From an optimization exercise on the open Yosys and OpenROAD flow, aimed at small area and a short achievable clock period; shortcuts taken in it are not production practice.
Function was checked by simulation only, so behaviour that the tests miss may differ from the original.

## flow/design.v (module list and top-level ports; edited modules follow where they fit)
// module DCT: 3349 lines
// module dct_fa: 6 lines
// module dct_ha: 6 lines
// module dct_not: 5 lines
module DCT(clk,rst_n,ena,done,
  data_in0,data_in1,data_in2,data_in3,data_in4,data_in5,data_in6,data_in7,
  data_out0,data_out1,data_out2,data_out3,data_out4,data_out5,data_out6,data_out7);
  // ...
==> flow/run.sh <==
#!/bin/bash
# synth_recipe.tcl (not shown) runs the flow's synth.tcl, then flattens the netlist and writes it again
# the make line also repeats each setting of config.mk as NAME=value (left out here)
make -C /OpenROAD-flow-scripts/flow DESIGN_CONFIG=/design/flow/config.mk WORK_HOME=/design/flow/orfs CLKGATE_MAP_FILE= SYNTH_SCRIPT=/design/flow/synth_recipe.tcl finish
==> flow/config.mk <==
export PLATFORM = sky130hd
export DESIGN_NAME = DCT
export DESIGN_NICKNAME = DCT
export VERILOG_FILES = /design/flow/design.v
export SDC_FILE = /design/flow/constraint.sdc
export NUM_CORES = 4
export LEC_CHECK = 0
export CAP_MARGIN = 20
export CORE_MARGIN = 2
export CORE_UTILIZATION = 40
export SLEW_MARGIN = 20
export SYNTH_HIERARCHICAL = 1
export SYNTH_MINIMUM_KEEP_SIZE = 0
==> flow/constraint.sdc <==
create_clock -name core_clock -period 4.5 [get_ports {clk}]
set_input_delay 0.9000 -clock core_clock [delete_from_list [all_inputs] [get_ports {clk}]]
set_output_delay 0.9000 -clock core_clock [all_outputs]
set_load 0.01 [all_outputs]
==> flow_summary_export.csv, run 1 <==
group,metric,value,unit
clocking,ctsLongestPathBuffers,3,
worst_setup_path,worst-r2r-cell-count,16,
finish,finish.utilization,0.476,
finish,multi_input_area_share,0.451,
status,status,"no timing/DRC/antenna violations",
detailed_routing,wl_met1,28.6,mm
yosys,synth_top_family_by_area,"adder cells",
floorplanning,dieWidth,274,um
finish,multi_input_area,15600,um2
clocking,postCtsHoldBufs,0,
finish,stdcell_count,3577,
timing,rsz0062_at_grt,"no",
timing,max_freq,283,MHz
global_routing,gr-total-overflow,0,
yosys,synth_area_per_cell,12.5,um2
floorplanning,start_util,0.402,
min_path,min_path_cells,0,
detailed_routing,wl_per_cell,16.7,um
global_routing,groute.usage.overall,0.168,
yosys,ys_seq_area_frac,0.410,
detailed_routing,finalWirelength,59.7,mm
yosys,synth_area_leaders,"dfxtp_1, fa_1, ha_1",
min_path,hold_end,"rc_m2[4]$_DFF_P_",
clocking,cts.sinks,598,
timing,skew,0.0243,ns
==> run 2: changes to the inputs <==
--- a/flow/config.mk
+++ b/flow/config.mk
@@ -10,2 +10,3 @@
 export CORE_UTILIZATION = 40
+export SETUP_SLACK_MARGIN = 1.0
 export SLEW_MARGIN = 20
==> flow_summary_export.csv, run 2 <==
group,metric,value,unit
status,status,"no timing/DRC/antenna violations",
finish,syn_to_final_growth,18.7,%
clocking,cts_buffers,70,
detailed_routing,finalWirelength,59.9,mm
global_routing,gr-total-overflow,0,
worst_setup_path,r2r-start,"ra_p1[1]$_DFF_P_",
yosys,synth_area_per_cell,12.5,um2
yosys,yosysWarnings,7,
finish,layout_common_cells,"dfxtp_1, ha_1, fa_1",
detailed_routing,vias,16300,
finish,drive_above_1_share,0.0691,
worst_setup_path,worst_path_largest_cell_delay,0.32,ns
detailed_routing,wl_per_cell,16.7,um
timing,rsz0062_at_grt,"no",
worst_setup_path,end_kind,"flip-flop",
min_path,hold_end,"rc_m2[4]$_DFF_P_",
clocking,cts.sinks,598,
yosys,yosys.area.top_type_share,0.406,
finish,mostFrequentLayoutCell,"dfxtp_1",
min_path,min_path_cells,0,
worst_setup_path,crit_path_frequent_cell,"ha_1",
clocking,htreeDepth,3,
yosys,synth_cell_types,39,
floorplanning,dieWidth,274,um
finish,n_fill_cell,6367,
yosys,netlist_instances,2347,
finish,design_area,34700,um2
finish,finish.utilization,0.478,
timing,fin_hold_ws,0.321,ns
floorplanning,rows,99,
timing,setup_violations,0,
finish,nNetsFinal,3413,
worst_setup_path,worst-r2r-cell-count,16,
timing,max_freq,302,MHz
timing,drv_slew,0,
floorplanning,die-area,75300,um2
detailed_routing,first_iter_violations,652,
yosys,syn-cell-area,29200,um2
worst_setup_path,arrival,3.83,ns
worst_setup_path,critical_path_class,"reg -> reg",
timing,setup_ws,1.19,ns
timing,min_period_over_period,0.736,
detailed_routing,viasPerCell,4.54,
detailed_routing,drc,0,
placement,hpwl,47.7,mm
yosys,yosysTopAreaCell,"dfxtp_1",
placement,post-place-cells,3452,
timing,slew_headroom,0.415,
min_path,hp-class,"reg -> reg",
finish,stdcell_count,3578,
global_routing,grt_pass1_vias,18200,
placement,gp_congestion,0.799,
global_routing,grt_max_degree,15,
timing,worst_pin_slew,0.877,ns
worst_setup_path,cp-start-kind,"flip-flop",
yosys,ys.flop_type,"dfxtp_1",
worst_setup_path,reg2reg_slack,1.19,ns
min_path,hp-start,"ra_m2[4]$_DFF_P_",
worst_setup_path,worstReg2RegEnd,"rc_d[11]$_DFF_P_",
global_routing,grt_pass1_wl,96.7,mm
placement,place_area,32100,um2
worst_setup_path,slowest_stage,"dfxtp_1",
placement,dp_worst_setup_slack,0.995,ns
worst_setup_path,crit_chain,"ha_1 > ha_1 > o211ai_1 > nand2_2 > ha_1 > nor2_2 > xnor2_2 > inv_1 > ha_4 > a21o_1 > a31oi_2 > o21ai_1 > a31o_1 > ha_1 > nor2_1 > xnor2_1",
clocking,root_buffer,"clkbuf_16",
yosys,synth_area_leaders,"dfxtp_1, fa_1, ha_1",
timing,hold_viol,0,
yosys,synth_enable_flop_cells,0,
floorplanning,io_pins,228,
worst_setup_path,critPathRequiredTime,5.02,ns
global_routing,groute.usage.overall,0.168,
yosys,ys_ff_latch,598,
yosys,async_flop_share,0.00836,
detailed_routing,ant_nets,0,
worst_setup_path,path_buf_inv,1,
clocking,worstSkewPairLatency,0.60,ns
timing,min_period,3.31,ns
clocking,cts_tree,"done",
clocking,ctsLongestPathBuffers,3,
placement,io_buffers,225,
detailed_routing,firstDrtPassIters,4,
yosys,synthMostInstantiatedCell,"dfxtp_1",
worst_setup_path,crit_path_max_fanout,3,
clocking,path_clk_slew,0.06,ns
clocking,postCtsHoldBufs,0,
floorplanning,core_area,72700,um2
yosys,synth_top_cells_by_count,"dfxtp_1, ha_1, fa_1",
yosys,ys_seq_area_frac,0.410,
timing,skew,0.0243,ns
floorplanning,die_h,274,um
floorplanning,start_util,0.402,
worst_setup_path,crit_family,"adder cells",
global_routing,grt_antenna_before_repair,3,
timing,tns,0,ns
job,cap_violations,0,
## run 2: routing by layer
metal | wire length [um] | vias up | track usage | part of all wire
li1 | - | 7985 | - | -
met1 | 28500 | 7917 | 0.229 | 0.48
met2 | 27400 | 274 | 0.272 | 0.46
met3 | 2840 | 83 | 0.0308 | 0.047
met4 | 1190 | 0 | 0.0476 | 0.020
met5 | 0 | - | 0 | 0
## run 2: worst max-delay path by stage
stage                           startpoint          endpoint  slack (ns)  cells past startpoint
final                     ra_p1[1]$_DFF_P_  rc_d[11]$_DFF_P_        1.19                     16
after global routing      ra_p1[1]$_DFF_P_  rc_d[11]$_DFF_P_        0.99                     16
after CTS                 ra_p1[1]$_DFF_P_  rc_d[11]$_DFF_P_        1.01                     16
after detailed placement  ra_p1[1]$_DFF_P_  rc_d[11]$_DFF_P_        0.99                     16
after global placement    ra_p1[1]$_DFF_P_  rc_d[11]$_DFF_P_        1.03                     16
after floorplan           ra_p1[1]$_DFF_P_  rc_d[11]$_DFF_P_        1.46                     16
## run 2: cells by family (layout without fill, tap and decap cells)
kind of cell / after synthesis / in the layout / synth area share
adder cells (fa/ha/maj): 772 / 772 / 0.410
flip-flops: 598 / 598 / 0.410
buffers and inverters: 360 / 630 / 0.0570
AND/OR/NAND/NOR: 298 / 298 / 0.0442
AO/OA/AOI/OAI: 204 / 204 / 0.0442
XOR/XNOR: 109 / 109 / 0.0326
multiplexers: 5 / 5 / 0.00188
other: 1 / 3 / 0.000128
## run 2: cell type report
class	instances	area (um2)	share of cell area
well taps	959	1200	0.0346
inverters	276	1040	0.0298
repair buffers	230	2290	0.0659
diodes	1	2.50	0.0000721
multi-input cells	1390	15700	0.453
clock buffers	96	2050	0.0591
flip-flops and latches	598	12000	0.345
clock inverters	28	433	0.0125
## run 2: Yosys stat by module, one instance, submodules excluded
module	cells inside	copies in the design	flip-flops and latches
dct_fa	1	310	0
dct_ha	1	330	0
dct_not	1	257	0
DCT	1450	1	598
## run 2: worst register-to-register path, delay by kind of cell, from the launching register on
family / cells / cell delay [ns]
flip-flops: 1 / 0.32
AO/OA/AOI/OAI: 5 / 0.94
AND/OR/NAND/NOR: 3 / 0.43
adder cells (fa/ha/maj): 5 / 1.12
buffers and inverters: 1 / 0.12
XOR/XNOR: 2 / 0.30
## run 2: repair_timing
item,in CTS,in global routing
endpoints found under the setup margin,1,5
resized for setup,2,17
pin swaps,0,5
setup buffers,0,1
==> run 3: changes to the inputs <==
--- a/flow/config.mk
+++ b/flow/config.mk
@@ -10,3 +10,3 @@
 export CORE_UTILIZATION = 40
-export SETUP_SLACK_MARGIN = 1.0
+export SETUP_SLACK_MARGIN = 2.0
 export SLEW_MARGIN = 20
==> flow_summary_export.csv, run 3 <==
group,metric,value,unit
yosys,synth_top_cells_by_count,"dfxtp_1, ha_1, fa_1",
timing,slew_headroom,0.658,
timing,min_period_over_period,0.663,
placement,hpwl,50.1,mm
detailed_routing,viasPerCell,4.61,
clocking,cts.sinks,598,
clocking,root_buffer,"clkbuf_16",
timing,worst_pin_slew,0.509,ns
worst_setup_path,end_kind,"flip-flop",
min_path,hp-class,"reg -> reg",
finish,mostFrequentLayoutCell,"dfxtp_1",
yosys,synth_area_leaders,"dfxtp_1, fa_1, ha_1",
worst_setup_path,startpoint,"ra_p2[1]$_DFF_P_",
worst_setup_path,critPathRequiredTime,5.02,ns
worst_setup_path,worst-r2r-cell-count,16,
worst_setup_path,slowest_stage,"dfxtp_2",
worst_setup_path,r2r-start,"ra_p2[1]$_DFF_P_",
yosys,synth_top_family_by_area,"adder cells",
finish,n_fill_cell,6216,
detailed_routing,firstDrtPassIters,4,
yosys,netlist_instances,2347,
yosys,synth_enable_flop_cells,0,
min_path,hp-start,"ra_m2[0]$_DFF_P_",
floorplanning,core_area,72700,um2
worst_setup_path,crit_chain,"ha_4 > ha_4 > o211ai_1 > nand2_2 > ha_4 > nor2_4 > xnor2_4 > inv_2 > ha_4 > a21o_1 > a31oi_4 > o21ai_2 > a31o_1 > ha_4 > nor2_2 > xnor2_1",
yosys,ys_seq_area_frac,0.410,
yosys,yosys.area_share.simple,0.0442,
global_routing,grt_antenna_before_repair,1,
finish,syn_to_final_growth,26.3,%
finish,drive_above_1_share,0.219,
yosys,ys_ff_latch,598,
clocking,cts_tree,"done",
global_routing,grt_pass1_wl,102,mm
worst_setup_path,crit_path_max_fanout,3,
timing,max_freq,335,MHz
detailed_routing,wl_per_cell,17.8,um
global_routing,groute.usage.overall,0.181,
yosys,yosysWarnings,7,
status,status,"no timing/DRC/antenna violations",
clocking,htreeDepth,3,
timing,setup_violations,0,
detailed_routing,first_iter_violations,514,
clocking,cts_buffers,68,
yosys,synthMostInstantiatedCell,"dfxtp_1",
timing,drv_slew,0,
floorplanning,dieWidth,274,um
min_path,min_path_cells,0,
detailed_routing,ant_nets,0,
floorplanning,rows,99,
timing,skew,0.0415,ns
clocking,path_clk_slew,0.06,ns
yosys,synth_cell_types,39,
timing,min_period,2.98,ns
timing,tns,0,ns
worst_setup_path,crit_path_frequent_cell,"ha_4",
detailed_routing,vias,17000,
finish,seq_area,12200,um2
worst_setup_path,worst_path_largest_cell_delay,0.33,ns
finish,layout_common_cells,"dfxtp_1, ha_1, inv_1",
floorplanning,start_util,0.402,
clocking,postCtsHoldBufs,0,
yosys,synth_compound_area_frac,0.0442,
floorplanning,die_h,274,um
yosys,yosysTopAreaCell,"dfxtp_1",
finish,multi_input_area,16800,um2
timing,hold_viol,0,
placement,io_buffers,225,
yosys,muxShareOfSynthArea,0.00188,
worst_setup_path,cp-start-kind,"flip-flop",
detailed_routing,drc,0,
placement,gp_congestion,0.855,
yosys,ys.flop_type,"dfxtp_1",
timing,fin_hold_ws,0.312,ns
job,cap_violations,0,
global_routing,grt_pass1_vias,18400,
yosys,synth_area_per_cell,12.5,um2
global_routing,grt_max_degree,15,
yosys,yosys.area.top_type_share,0.406,
yosys,syn-cell-area,29200,um2
worst_setup_path,critical_path_class,"reg -> reg",
detailed_routing,finalWirelength,65.7,mm
global_routing,gr-total-overflow,0,
yosys,synthAdderAreaFrac,0.410,
finish,nNetsFinal,3524,
clocking,worstSkewPairLatency,0.62,ns
floorplanning,io_pins,228,
timing,rsz0062_at_grt,"yes",
yosys,synth_xor_area_frac,0.0326,
yosys,async_flop_share,0.00836,
worst_setup_path,arrival,3.51,ns
clocking,ctsLongestPathBuffers,3,
floorplanning,die-area,75300,um2
run 3: worst paths after layout:
check	end	slack (ns)
setup / recovery	rc_d[11]$_DFF_P_	1.52
hold / removal	rc_m2[0]$_DFF_P_	0.31
setup reg to reg	rc_d[11]$_DFF_P_	1.52
hold reg to reg	rc_m2[0]$_DFF_P_	0.31
max in group asynchronous	vld[0]$_DFF_PN0_	3.77
min in group asynchronous	vld[4]$_DFF_PN0_	0.54
run 3: repair_timing:
item | CTS | global route
endpoints found under the setup margin | 102 | 110
gates resized for setup | 183 | 120
hold endpoints to repair | 0 | 0
pin swaps | 102 | 111
gates cloned | 0 | 0
setup buffers | 85 | 33
run 3: cell families (layout without fill, tap and decap cells):
family,count (synthesis),count (layout)
compound gates,204,204
xor+xnor,109,109
fa+ha+maj,772,772
buf+inv,360,741
flops,598,598
mux,5,5
other cells,1,3
simple gates,298,298
run 3: modules after synthesis, one instance, submodules excluded:
module	cell area (um2)	copies in the design
dct_fa	20.0	310
dct_ha	12.5	330
DCT	17900	1
dct_not	3.75	257
run 3: per-stage QoR:
stage / util / std cells / area, um2 / setup WS, ns
global placement: 0.448 / 3448 / 32600 / 1.40
finish: 0.508 / 3689 / 36900 / 1.52
detailed placement: 0.448 / 3448 / 32600 / 1.38
CTS: 0.498 / 3655 / 36200 / 1.50
floorplan: - / 2348 / 29700 / 1.74
global route: 0.508 / 3688 / 36900 / 1.35
run 3: cell type report:
cell class                 count  area share
clock inverter                32     0.00914
clock buffer                  90      0.0522
antenna                        1   0.0000677
sequential                   598       0.329
tap                          959      0.0325
timing repair buffer         343      0.0921
inverter                     276      0.0291
multi-input combinational   1390       0.456
run 3: critical path: cells and delay by family (launching register included):
family                     cells  cell delay, ns
buffers and inverters          1            0.06
AOI/OAI and AO/OA              5            0.88
xor gates and xnor gates       2            0.27
and+or+nand+nor                3            0.36
adders and majority gates      5            0.97
DFF                            1            0.33
run 3: metal layers:
layer	part of all wire	track usage
met5	0	0
met4	0.032	0.0658
met3	0.051	0.0320
met2	0.50	0.316
met1	0.42	0.224
==> run 4: changes to the inputs <==
--- a/flow/config.mk
+++ b/flow/config.mk
@@ -10,3 +10,4 @@
 export CORE_UTILIZATION = 40
-export SETUP_SLACK_MARGIN = 2.0
+export CTS_BUF_LIST = sky130_fd_sc_hd__clkbuf_8
+export SETUP_SLACK_MARGIN = 1.5
 export SLEW_MARGIN = 20
==> flow_summary_export.csv, run 4 <==
group,metric,value,unit
timing,drv_slew,0,
detailed_routing,wl_per_cell,16.8,um
clocking,worstSkewPairLatency,0.72,ns
yosys,syn-cell-area,29200,um2
timing,setup_ws,1.39,ns
yosys,muxShareOfSynthArea,0.00188,
floorplanning,die-area,75300,um2
yosys,synth_top_cells_by_count,"dfxtp_1, ha_1, fa_1",
placement,gp_congestion,0.809,
placement,post-place-cells,3448,
global_routing,grt_antenna_before_repair,3,
timing,slew_headroom,0.526,
clocking,cts_tree,"done",
yosys,synthAdderAreaFrac,0.410,
placement,io_buffers,225,
placement,place_area,32100,um2
clocking,htreeDepth,3,
yosys,async_flop_share,0.00836,
clocking,postCtsHoldBufs,0,
finish,nNetsFinal,3463,
timing,min_period_over_period,0.692,
worst_setup_path,startpoint,"ra_p1[1]$_DFF_P_",
min_path,hp-class,"reg -> reg",
yosys,ys_seq_area_frac,0.410,
worst_setup_path,crit_path_max_fanout,3,
yosys,synth_compound_area_frac,0.0442,
yosys,yosys.area.top_type_share,0.406,
finish,syn_to_final_growth,19.2,%
global_routing,groute.usage.overall,0.172,
timing,tns,0,ns
yosys,ys.flop_type,"dfxtp_1",
timing,rsz0062_at_grt,"yes",
clocking,cts.sinks,598,
floorplanning,core_area,72700,um2
worst_setup_path,critical_path_class,"reg -> reg",
detailed_routing,firstDrtPassIters,5,
yosys,netlist_instances,2347,
min_path,min_path_cells,0,
floorplanning,die_h,274,um
finish,finish.utilization,0.479,
yosys,ys_ff_latch,598,
detailed_routing,ant_nets,0,
yosys,synth_area_leaders,"dfxtp_1, fa_1, ha_1",
yosys,yosys.area_share.simple,0.0442,
timing,skew,0.0364,ns
worst_setup_path,arrival,3.76,ns
detailed_routing,vias,16700,
floorplanning,rows,99,
timing,worst_pin_slew,0.710,ns
finish,n_fill_cell,6422,
timing,max_freq,321,MHz
detailed_routing,finalWirelength,61.6,mm
timing,fin_hold_ws,0.313,ns
yosys,synthMostInstantiatedCell,"dfxtp_1",
worst_setup_path,worst-r2r-cell-count,17,
placement,dp_worst_setup_slack,0.974,ns
timing,setup_violations,0,
finish,layout_common_cells,"dfxtp_1, ha_1, fa_1",
yosys,yosysTopAreaCell,"dfxtp_1",
min_path,hp-start,"ra_m0[4]$_DFF_P_",
yosys,synth_area_per_cell,12.5,um2
floorplanning,io_pins,228,
placement,hpwl,47.6,mm
finish,mostFrequentLayoutCell,"dfxtp_1",
timing,min_period,3.11,ns
job,cap_violations,0,
clocking,ctsLongestPathBuffers,3,
detailed_routing,viasPerCell,4.56,
global_routing,grt_pass1_vias,18500,
floorplanning,dieWidth,274,um
worst_setup_path,cp-start-kind,"flip-flop",
global_routing,grt_max_degree,15,
yosys,yosysWarnings,7,
finish,design_area,34900,um2
worst_setup_path,critPathRequiredTime,5.15,ns
yosys,synth_top_family_by_area,"adder cells",
finish,drive_above_1_share,0.119,
floorplanning,start_util,0.402,
status,status,"no timing/DRC/antenna violations",
worst_setup_path,r2r-start,"ra_p1[1]$_DFF_P_",
clocking,root_buffer,"clkbuf_8",
timing,hold_viol,0,
clocking,path_clk_slew,0.07,ns
yosys,synth_enable_flop_cells,0,
detailed_routing,drc,0,
global_routing,grt_pass1_wl,99.2,mm
detailed_routing,first_iter_violations,533,
finish,stdcell_count,3661,
worst_setup_path,end_kind,"flip-flop",
yosys,synth_cell_types,39,
global_routing,gr-total-overflow,0,
clocking,cts_buffers,101,
yosys,synth_xor_area_frac,0.0326,
## run 4: per-module statistics from Yosys (local to each module, per instance)
module,cells inside,area (um2)
dct_not,1,3.75
dct_fa,1,20.0
DCT,1450,17900
dct_ha,1,12.5
## run 4: final timing paths
check                                        end  slack, ns
worst max-delay path            rc_d[11]$_DFF_P_       1.39
min in group asynchronous       vld[4]$_DFF_PN0_       0.40
max in group asynchronous       vld[1]$_DFF_PN0_       3.91
worst min register to register  rc_m0[4]$_DFF_P_       0.31
worst min-delay path            rc_m0[4]$_DFF_P_       0.31
worst max register to register  rc_d[11]$_DFF_P_       1.39
## run 4: worst max-delay path, stage by stage, from the launching register on
cell and delay, ns:
dfxtp_2 0.34, ha_4 0.24, ha_4 0.15, o211ai_1 0.20, nand2_2 0.15, buf_6 0.15
ha_4 0.15, nor2_4 0.15, xnor2_4 0.17, inv_2 0.08, ha_4 0.22, a21o_1 0.18
a31oi_4 0.17, o21ai_2 0.10, a31o_1 0.22, ha_2 0.17, nor2_2 0.11, xnor2_1 0.11
## run 4: what timing repair did
| action | CTS | global route |
|---|---|---|
| setup endpoints to repair | 64 | 29 |
| gates resized for setup | 99 | 33 |
| endpoints found under the hold margin | 0 | 0 |
| buffers inserted | 9 | 15 |
| pin swaps | 36 | 28 |
## run 4: logic make-up after synthesis
kind of cell	count (synthesis)
AOI/OAI and AO/OA	204
xor gates and xnor gates	109
adders and majority gates	772
buffers and inverters	360
DFF	598
muxes	5
other	1
and+or+nand+nor	298
## run 4: area by class of cell
cell class	instances	area (um2)	share of cell area
Timing Repair Buffer	249	2440	0.0701
Antenna cell	4	10.0	0.000287
Clock buffer	125	1720	0.0493
Inverter	276	1050	0.0300
Multi-Input combinational cell	1390	16000	0.460
Sequential cell	598	12100	0.346
Tap cell	959	1200	0.0344
Clock inverter	60	339	0.00973
## run 4: per-layer routing
metal	track usage	vias to the layer above	wire length [um]
met2	0.276	314	28200
li1	-	8120	-
met3	0.0338	100	2480
met4	0.0515	0	1490
met5	0	-	0
met1	0.235	8145	29400
==> run 5: changes to the inputs <==
==> flow/flow/run.sh (new file) <==
#!/bin/bash
# The standard layout, with plain buf_1 cells as the input/output port buffers
# (the standard flow picks a larger delay-buffer cell for them).
set -euo pipefail
export BUFFER_PORTS_ARGS="-buffer_cell sky130_fd_sc_hd__buf_1"
bash standard.sh > standard.log 2>&1
==> flow/standard.sh (new file) <==
#!/bin/bash
# synth_recipe.tcl (not shown) runs the flow's synth.tcl, then flattens the netlist and writes it again
# the make line also repeats each setting of config.mk as NAME=value (left out here)
make -C /OpenROAD-flow-scripts/flow DESIGN_CONFIG=/design/flow/config.mk WORK_HOME=/design/flow/orfs CLKGATE_MAP_FILE= SYNTH_SCRIPT=/design/flow/synth_recipe.tcl "${@:-finish}"
--- a/flow/config.mk
+++ b/flow/config.mk
@@ -10,3 +10,2 @@
 export CORE_UTILIZATION = 40
-export CTS_BUF_LIST = sky130_fd_sc_hd__clkbuf_8
 export SETUP_SLACK_MARGIN = 1.5
removed: flow/run.sh
==> flow_summary_export.csv, run 5 <==
group,metric,value,unit
clocking,worstSkewPairLatency,0.61,ns
timing,skew,0.0165,ns
detailed_routing,finalWirelength,60.6,mm
yosys,synthMostInstantiatedCell,"dfxtp_1",
timing,setup_violations,0,
timing,drv_slew,0,
clocking,root_buffer,"clkbuf_16",
yosys,synth_top_cells_by_count,"dfxtp_1, ha_1, fa_1",
finish,n_fill_cell,6569,
yosys,yosysWarnings,7,
worst_setup_path,worstReg2RegEnd,"rc_d[11]$_DFF_P_",
worst_setup_path,critPathRequiredTime,5.03,ns
placement,gp_congestion,0.836,
floorplanning,dieWidth,274,um
status,status,"no timing/DRC/antenna violations",
clocking,cts.sinks,598,
worst_setup_path,worst-r2r-cell-count,16,
yosys,synthAdderAreaFrac,0.410,
floorplanning,start_util,0.402,
global_routing,grt_antenna_before_repair,6,
yosys,synth_cell_types,39,
worst_setup_path,crit_path_max_fanout,3,
clocking,cts_tree,"done",
yosys,yosys.area_share.simple,0.0442,
global_routing,gr-total-overflow,0,
timing,setup_ws,1.45,ns
worst_setup_path,critical_path_class,"reg -> reg",
placement,dp_worst_setup_slack,1.09,ns
floorplanning,core_area,72700,um2
global_routing,grt_pass1_vias,18100,
floorplanning,io_pins,228,
clocking,cts_buffers,70,
timing,rsz0062_at_grt,"yes",
clocking,htreeDepth,3,
worst_setup_path,end_kind,"flip-flop",
yosys,synth_top_family_by_area,"adder cells",
worst_setup_path,cp-endpoint,"rc_d[11]$_DFF_P_",
yosys,yosys.area.top_type_share,0.406,
timing,worst_pin_slew,0.610,ns
yosys,synth_area_leaders,"dfxtp_1, fa_1, ha_1",
timing,min_period,3.05,ns
job,cap_violations,0,
floorplanning,rows,99,
detailed_routing,viasPerCell,4.60,
worst_setup_path,startpoint,"ra_p1[1]$_DFF_P_",
floorplanning,die_h,274,um
finish,nNetsFinal,3437,
detailed_routing,first_iter_violations,586,
yosys,synth_area_per_cell,12.5,um2
yosys,yosysTopAreaCell,"dfxtp_1",
global_routing,groute.usage.overall,0.170,
worst_setup_path,r2r-start,"ra_p1[1]$_DFF_P_",
timing,max_freq,328,MHz
finish,mostFrequentLayoutCell,"dfxtp_1",
yosys,muxShareOfSynthArea,0.00188,
finish,syn_to_final_growth,15.8,%
detailed_routing,drc,0,
yosys,ys_seq_area_frac,0.410,
yosys,synth_compound_area_frac,0.0442,
global_routing,grt_pass1_wl,98.1,mm
finish,antenna_cells,0,
floorplanning,die-area,75300,um2
global_routing,grt_max_degree,15,
clocking,path_clk_slew,0.06,ns
yosys,ys.flop_type,"dfxtp_1",
yosys,synth_enable_flop_cells,0,
worst_setup_path,reg2reg_slack,1.45,ns
worst_setup_path,cp-start-kind,"flip-flop",
detailed_routing,ant_nets,0,
finish,drive_above_1_share,0.106,
placement,hpwl,47.4,mm
min_path,hp-class,"in -> async",
yosys,async_flop_share,0.00836,
timing,slew_headroom,0.593,
worst_setup_path,arrival,3.59,ns
yosys,ys_ff_latch,598,
placement,io_buffers,225,
yosys,synth_xor_area_frac,0.0326,
yosys,netlist_instances,2347,
timing,hold_viol,0,
finish,layout_common_cells,"dfxtp_1, ha_1, fa_1",
detailed_routing,wl_per_cell,16.8,um
timing,tns,0,ns
detailed_routing,vias,16600,
yosys,syn-cell-area,29200,um2
timing,min_period_over_period,0.678,
detailed_routing,firstDrtPassIters,6,
clocking,ctsLongestPathBuffers,3,
## run 5: cell counts after synthesis
No cell type changed its count.
## run 5: stage by stage
step | instance area (um2) | utilization | hold WS [ns] | std cells
final | 33900 | 0.466 | 0.124 | 3600
after global routing | 33900 | 0.466 | 0.115 | 3600
after CTS | 33700 | 0.463 | 0.0895 | 3587
after detailed placement | 30700 | 0.422 | 0.312 | 3450
after global placement | 30700 | 0.422 | 0.316 | 3450
after floorplan | 29300 | - | 0.310 | 2348
## run 5: kinds of logic (layout without fill, tap and decap cells)
kind of cell,after synthesis,in the layout
adders and majority gates,772,772
other,1,2
xor gates and xnor gates,109,109
muxes,5,5
buffers and inverters,360,653
DFF,598,598
and+or+nand+nor,298,298
AOI/OAI and AO/OA,204,204
## run 5: timing repair
item,in CTS,in global routing
pin swaps,30,11
buffers inserted,14,13
hold buffers,0,0
setup endpoints to repair,59,23
gates resized for setup,87,25
## run 5: final cells by class
cell class / count / area (um2) / area share
Timing Repair Buffer: 254 / 1070 / 0.0315
Sequential cell: 598 / 12100 / 0.356
Clock inverter: 31 / 558 / 0.0165
Tap cell: 959 / 1200 / 0.0354
Multi-Input combinational cell: 1390 / 15900 / 0.470
Inverter: 276 / 1050 / 0.0311
Clock buffer: 92 / 2000 / 0.0590
## run 5: worst max-delay path, stage by stage, from the launching register on
cell	delay [ns]
dfxtp_2	0.34
ha_4	0.23
ha_2	0.17
o211ai_1	0.17
nand2_1	0.14
ha_2	0.22
nor2_4	0.14
xnor2_4	0.17
inv_2	0.07
ha_4	0.24
a21o_1	0.20
a31oi_4	0.18
o21ai_2	0.08
a31o_1	0.22
ha_1	0.18
nor2_2	0.10
xnor2_1	0.13
## run 5: worst min path at each step
stage,slack [ns],end,cells past startpoint,start
final,0.12,vld[3]$_DFF_PN0_,1,rst_n
after global routing,0.12,vld[0]$_DFF_PN0_,1,rst_n
after CTS,0.09,vld[3]$_DFF_PN0_,1,rst_n
after detailed placement,0.31,rc_m0[9]$_DFF_P_,0,ra_m0[9]$_DFF_P_
after global placement,0.32,rc_m2[9]$_DFF_P_,0,ra_m2[9]$_DFF_P_
after floorplan,0.31,rc_m1[2]$_DFF_P_,0,ra_m1[2]$_DFF_P_
## run 5: Yosys stat by module, one instance, submodules excluded
| module | flip-flops and latches | area, um2 |
|---|---|---|
| dct_ha | 0 | 12.5 |
| dct_fa | 0 | 20.0 |
| DCT | 598 | 17900 |
| dct_not | 0 | 3.75 |
## run 5: per-layer routing
metal  track usage  wire (um)  vias up
met1         0.235      28700     8112
met4        0.0502       1590        0
met3        0.0338       2640       99
met5             0          0        -
li1              -          -     8037
met2         0.268      27600      304

-- static timing again, ports no longer ideal --
How much do the figures lean on ideal ports? The routed layouts below were timed once more, with nothing changed but the port constraints.
Step 1: set_driving_cell puts a clkbuf_16 on clk and a buf_2 on each other input, an assumption about the parent block.
Step 2, shift: input delay + t, output delay - t, t = (earliest + latest rising clock arrival at the registers) / 2. This alone moves slack from input paths to output paths.
Slacks: ideal / step 1 / step 2; pairs: ideal / step 1.
run	shift t [ns]	slack for setup (ns)	clock arrival spread, ns	worst slew at a driven data input, ns	cell pins on the clock port's net
run 1	0.657	0.962 / 0.962 / 0.962	0.027 / 0.027	0.09	1
run 2	0.655	1.189 / 1.189 / 1.189	0.027 / 0.027	0.09	1
run 3	0.661	1.516 / 1.516 / 1.516	0.043 / 0.043	0.06	1
run 4	0.765	1.386 / 1.386 / 1.386	0.036 / 0.036	0.09	1
run 5	0.666	1.447 / 1.447 / 1.447	0.017 / 0.016	0.07	1
After both steps setup and hold are still met in every run listed.
